Context: an optimization exercise on an open-source flow, tuned for small area, a short achievable clock period and few clock cycles per item. The choices shown serve that exercise and are no tape-out recipe.
At most, simulation tests tie the RTL to the original design; equivalence was not proved.
The clock port is modelled as an ideal driver; clocking choices that lean on that would not hold on a real chip.
Power is estimated from default activity; no workload was simulated.

==> inputs of run a <==
==> flow/design.v (excerpt) <==
module mkMACBuff (
    input  CLK,
    input  RST_N,
    input  EN_mac,
    output RDY_mac,
    input  [15:0] mac_vectA_0,
    input  [15:0] mac_vectB_0,
    input  [15:0] mac_vectA_1,
    input  [15:0] mac_vectB_1,
    input  [15:0] mac_vectA_2,
    input  [15:0] mac_vectB_2,
    input  [15:0] mac_vectA_3,
    input  [15:0] mac_vectB_3,
    output EN_writeMem,
    output [5:0] writeMem_addr,
    output [33:0] writeMem_val,
    input  EN_blockRead,
    output RDY_blockRead,
    output EN_readMem,
    output [5:0] readMem_addr,
    input  [33:0] readMem_val,
    output VALID_memVal,
    output [33:0] memVal_data
);
clock: 4.5 ns
lec_check: 0
cap_margin: 20
core_margin: 2
core_utilization: 40
setup_slack_margin: 2.1
slew_margin: 20
synth_hierarchical: 1
synth_minimum_keep_size: 0
standard.sh (not shown) runs the stock make flow with config.mk's settings and CLKGATE_MAP_FILE= SYNTH_SCRIPT=/design/flow/synth_recipe.tcl, a recipe that flattens the netlist after the stock synthesis.
==> flow/flow/run.sh <==
#!/bin/bash
# Standard layout, unchanged; tool output goes to standard.log.
bash standard.sh > standard.log 2>&1
==> inputs of run b, as changes to run a <==
==> flow/run.sh (new file) <==
#!/bin/bash
# synth_recipe.tcl (not shown) runs the flow's synth.tcl, then flattens the netlist and writes it again
# the make line also repeats each setting of config.mk as NAME=value (left out here)
make -C /OpenROAD-flow-scripts/flow DESIGN_CONFIG=/design/flow/config.mk WORK_HOME=/design/flow/orfs CLKGATE_MAP_FILE= SYNTH_SCRIPT=/design/flow/synth_recipe.tcl finish
Settings changed: SETUP_SLACK_MARGIN 2.1 to 2.25.
removed: flow/flow/run.sh
removed: flow/standard.sh
==> impl_metrics.toml <==
[cells_and_area]
final_cells = 4905

[setup_path]
reg2reg_depth = 4
crit_path_max_incr_delay_ns = 0.71

[drt]
dr.pass1.iters = 5

[outcome]
outcome = "timing/DRC/antenna clean"

[placement]
postPlaceCellArea_um2 = 43400

[clocking]
cts_inserted_buffers = 81
[end of results for run a]
==> impl_metrics.toml <==
[drt]
dr.pass1.iters = 6
antenna_left = 0

[clocking]
cts_inserted_buffers = 80

[setup_path]
crit_path_max_incr_delay_ns = 0.59
reg2reg_depth = 6

[outcome]
outcome = "timing/DRC/antenna clean"

[placement]
postPlaceCellArea_um2 = 43400

[cells_and_area]
final_cells = 5295
[end of results for run b]
Testbench counts of run a, summed over its fixed seeds: cycles 14,464, items 12,288.
Testbench counts of run b, summed over its fixed seeds: cycles 14,464, items 12,288.

==> v18: inputs <==
mkMACBuff, a different RTL version from the one above (not shown whole).
export LEC_CHECK = 0
export CAP_MARGIN = 20
export CORE_MARGIN = 2
export CORE_UTILIZATION = 40
export CTS_CLUSTER_DIAMETER = 100
export CTS_CLUSTER_SIZE = 20
export HOLD_SLACK_MARGIN = 0.05
export SETUP_SLACK_MARGIN = 2.05
export SLEW_MARGIN = 20
export SYNTH_HIERARCHICAL = 1
export SYNTH_MINIMUM_KEEP_SIZE = 0
create_clock -name core_clock -period 4.5 [get_ports {CLK}]
==> flow/flow/run.sh <==
#!/bin/bash
# The standard layout (the standard.sh, standard synthesis unchanged), with
# two changes:
#  - the port buffers that global placement inserts on every input and output
#    are buf_2 cells instead of the default choice;
#  - flow/t1_skew.tcl (run before clock tree synthesis) gives the first tree
#    register bank (t1_*) a later clock: useful skew between register banks
#    inside the datapath (no register that takes a port input or drives an
#    output port is moved).
# Each ORFS step writes its full log under orfs/logs/; make's own output goes
# to standard.log.
bash standard.sh BUFFER_PORTS_ARGS="-buffer_cell sky130_fd_sc_hd__buf_2" \
  PRE_CTS_TCL="$PWD/flow/t1_skew.tcl" finish > standard.log 2>&1
Other scripts of this flow, unchanged in this note and not shown: flow/flow/t1_skew.tcl
==> inputs of v14, as changes to v18 <==
--- a/flow/design.v
+++ b/flow/design.v
@@ -4497,55 +4497,55 @@
 wire ks_335;
 assign ks_335 = ~ks_1;
 wire ks_336;
 ks_oai uks_336 (.g(ks_333), .p(ks_334), .c(ks_335), .y(ks_336));
 always_ff @(posedge CLK) res <= {ks_336, ~(ks_52 ^ ks_332), ~(ks_50 ^ ks_331), ~(ks_48 ^ ks_330), ~(ks_46 ^ ks_329), ~(ks_44 ^ ks_327), ~(ks_42 ^ ks_325), ~(ks_40 ^ ks_324), ~(ks_38 ^ ks_323), ~(ks_36 ^ ks_321), ~(ks_34 ^ ks_320), ~(ks_32 ^ ks_319), ~(ks_30 ^ ks_318), ~(ks_28 ^ ks_317), ~(ks_26 ^ ks_315), ~(ks_24 ^ ks_313), ~(ks_22 ^ ks_312), (ks_20 ^ ks_271), (ks_18 ^ ks_267), (ks_16 ^ ks_263), ~(ks_14 ^ ks_259), ~(ks_12 ^ ks_256), (ks_10 ^ ks_251), (ks_8 ^ ks_248), ~(ks_6 ^ ks_245), ~(t3_s1915 ^ ks_190), ~(t3_s1879 ^ ks_187), ~(t3_s1817 ^ ks_184), ~(t3_t2_s1729 ^ ks_180), (t3_t2_s1601 ^ ks_120), (t3_t2_t1_s1397 ^ ks_117), (ks_4 ^ ks_54), ~(t3_t2_t1_s1105 ^ ks_1), ks_2};
     logic [5:0] mac_cnt;
-    logic       rdy;
+    logic       rdy_n;
     logic [5-1:0] vpipe;
     logic [5:0] wr_addr;
     logic       full;
     logic [5:0] rd_addr;
     logic       rd_valid;
     logic       ren;
-    wire accept    = EN_mac && rdy;
+    wire accept    = EN_mac && !rdy_n;
     wire handshake = EN_blockRead && full;
     wire last_wr   = vpipe[5-1] && wr_addr == 6'd63;
     wire rd_last   = rd_valid && rd_addr == 6'd0;
     wire full_nx     = handshake ? 1'b0 : (last_wr ? 1'b1 : full);
     wire rd_valid_nx = handshake ? 1'b1 : (rd_last ? 1'b0 : rd_valid);
     always_ff @(posedge CLK or negedge RST_N) begin
         if (!RST_N) begin
             mac_cnt  <= 6'd0;
-            rdy      <= 1'b1;
+            rdy_n    <= 1'b0;
             vpipe    <= '0;
             wr_addr  <= 6'd0;
             full     <= 1'b0;
             rd_addr  <= 6'd0;
             rd_valid <= 1'b0;
             ren      <= 1'b0;
         end else begin
             if (accept)
                 mac_cnt <= mac_cnt + 6'd1;
             if (handshake)
-                rdy <= 1'b1;
+                rdy_n <= 1'b0;
             else if (accept && mac_cnt == 6'd63)
-                rdy <= 1'b0;
+                rdy_n <= 1'b1;
             vpipe <= {vpipe[5-2:0], accept};
             if (vpipe[5-1])
                 wr_addr <= wr_addr + 6'd1;
             full <= full_nx;
             rd_valid <= rd_valid_nx;
             if (handshake)
                 rd_addr <= 6'd1;
             else if (rd_valid && rd_addr != 6'd0)
                 rd_addr <= rd_addr + 6'd1;
             ren <= full_nx || rd_valid_nx;
         end
     end
-    assign RDY_mac       = rdy;
+    assign RDY_mac       = !rdy_n;
     assign RDY_blockRead = full;
     assign EN_writeMem   = vpipe[5-1];
     assign writeMem_addr = wr_addr;
     assign writeMem_val  = res;
     assign EN_readMem    = ren;
     assign readMem_addr  = rd_addr;
==> flow/config.mk (replaced) <==
export PLATFORM = sky130hd
export DESIGN_NAME = mkMACBuff
export DESIGN_NICKNAME = mkMACBuff
export VERILOG_FILES = /design/flow/design.v
export SDC_FILE = /design/flow/constraint.sdc
export NUM_CORES = 4
export LEC_CHECK = 0
export CAP_MARGIN = 20
export CORE_MARGIN = 2
export CORE_UTILIZATION = 40
export CTS_CLUSTER_DIAMETER = 110
export CTS_CLUSTER_SIZE = 25
export HOLD_SLACK_MARGIN = 0.05
export SETUP_SLACK_MARGIN = 2.3
export SLEW_MARGIN = 20
export SYNTH_HIERARCHICAL = 1
export SYNTH_MINIMUM_KEEP_SIZE = 0
==> notes <==
- v14 completed and failed the layout checks on negative hold slack. v18 completed without violations.
- In v14 the setup slack is higher than in v18, by 0.13 ns.
- Between v18 and v14, the lower first-iteration DRC count is in v18 (gap about 2%, measured against v14).
- Between v14 and v18, the lower register-to-register slack is in v18 (gap 0.13 ns).
- Between v18 and v14, the lower critical path depth is in v14 (gap 4).
- Between v14 and v18, the lower hold slack is in v14 (gap 0.035 ns).
- Of v18 and v14, v18 has the higher clock power (gap about 6.5%, measured against v14).
==> figures <==
quantity	v14	v18
Run status	failed layout checks	timing/DRC/antenna clean
Violated checks	negative hold slack	-
Worst Max-Slew Pin Slew	0.605 ns	0.627 ns
Buf/Inv on CP	0	1
Crit-path max cell delay	0.58 ns	0.62 ns
Relative slew slack	59.7%	58.1%
Register-to-Register Path Depth	2	6
Cell Count Post-Placement	4578	4618
Routed via count divided by cell count	5.19	5.19
Final cell count without fillers	4813	4694
Internal cell power	15.8 mW	15.7 mW
Wire length on met1	49900 microns	50200 microns
Total area of multi-input combinational cells	0.0271 sq mm	0.0268 sq mm
Worst vdd ir	0.312 mV	0.390 mV
Post-route clock period utilization	50.7%	53.7%
Testbench counts of v14, summed over its fixed seeds: cycles 14,464, items 12,288.
Only the layout flow was run in v18; the RTL was not checked for function there.

-- separate check: timing with driven ports --
The results above use ideal ports. As a check the final layouts listed here were re-extracted and re-timed, cells and wires unchanged. Step 1, drivers: a clkbuf_16 drives CLK and a buf_2 each remaining input, both assumed. Step 2, shift: input delay + t, output delay - t, t = (earliest + latest rising clock arrival at the registers) / 2. This alone moves slack from input paths to output paths. a / b / c = ideal ports / drivers / drivers and shift; a / b = the first two.
run	shift t [ns]	slack for setup (ns)	worst hold slack (ns)	latest minus earliest clock arrival (ns)	cell pins on the clock port's net
run a	0.716	2.003 / 2.003 / 2.003	0.326 / 0.326 / 0.326	0.056 / 0.057	1
run b	0.723	2.069 / 2.069 / 2.069	0.327 / 0.327 / 0.327	0.043 / 0.044	1
v18	1.169	2.084 / 2.063 / 2.084	0.026 / 0.026 / 0.026	0.727 / 0.727	2
v14	1.190	2.218 / 2.204 / 2.218	-0.009 / -0.009 / -0.009	0.792 / 0.793	2
Clock arrivals are far apart in v18 and v14, so t is only a midpoint there and step 2 fits no single register.
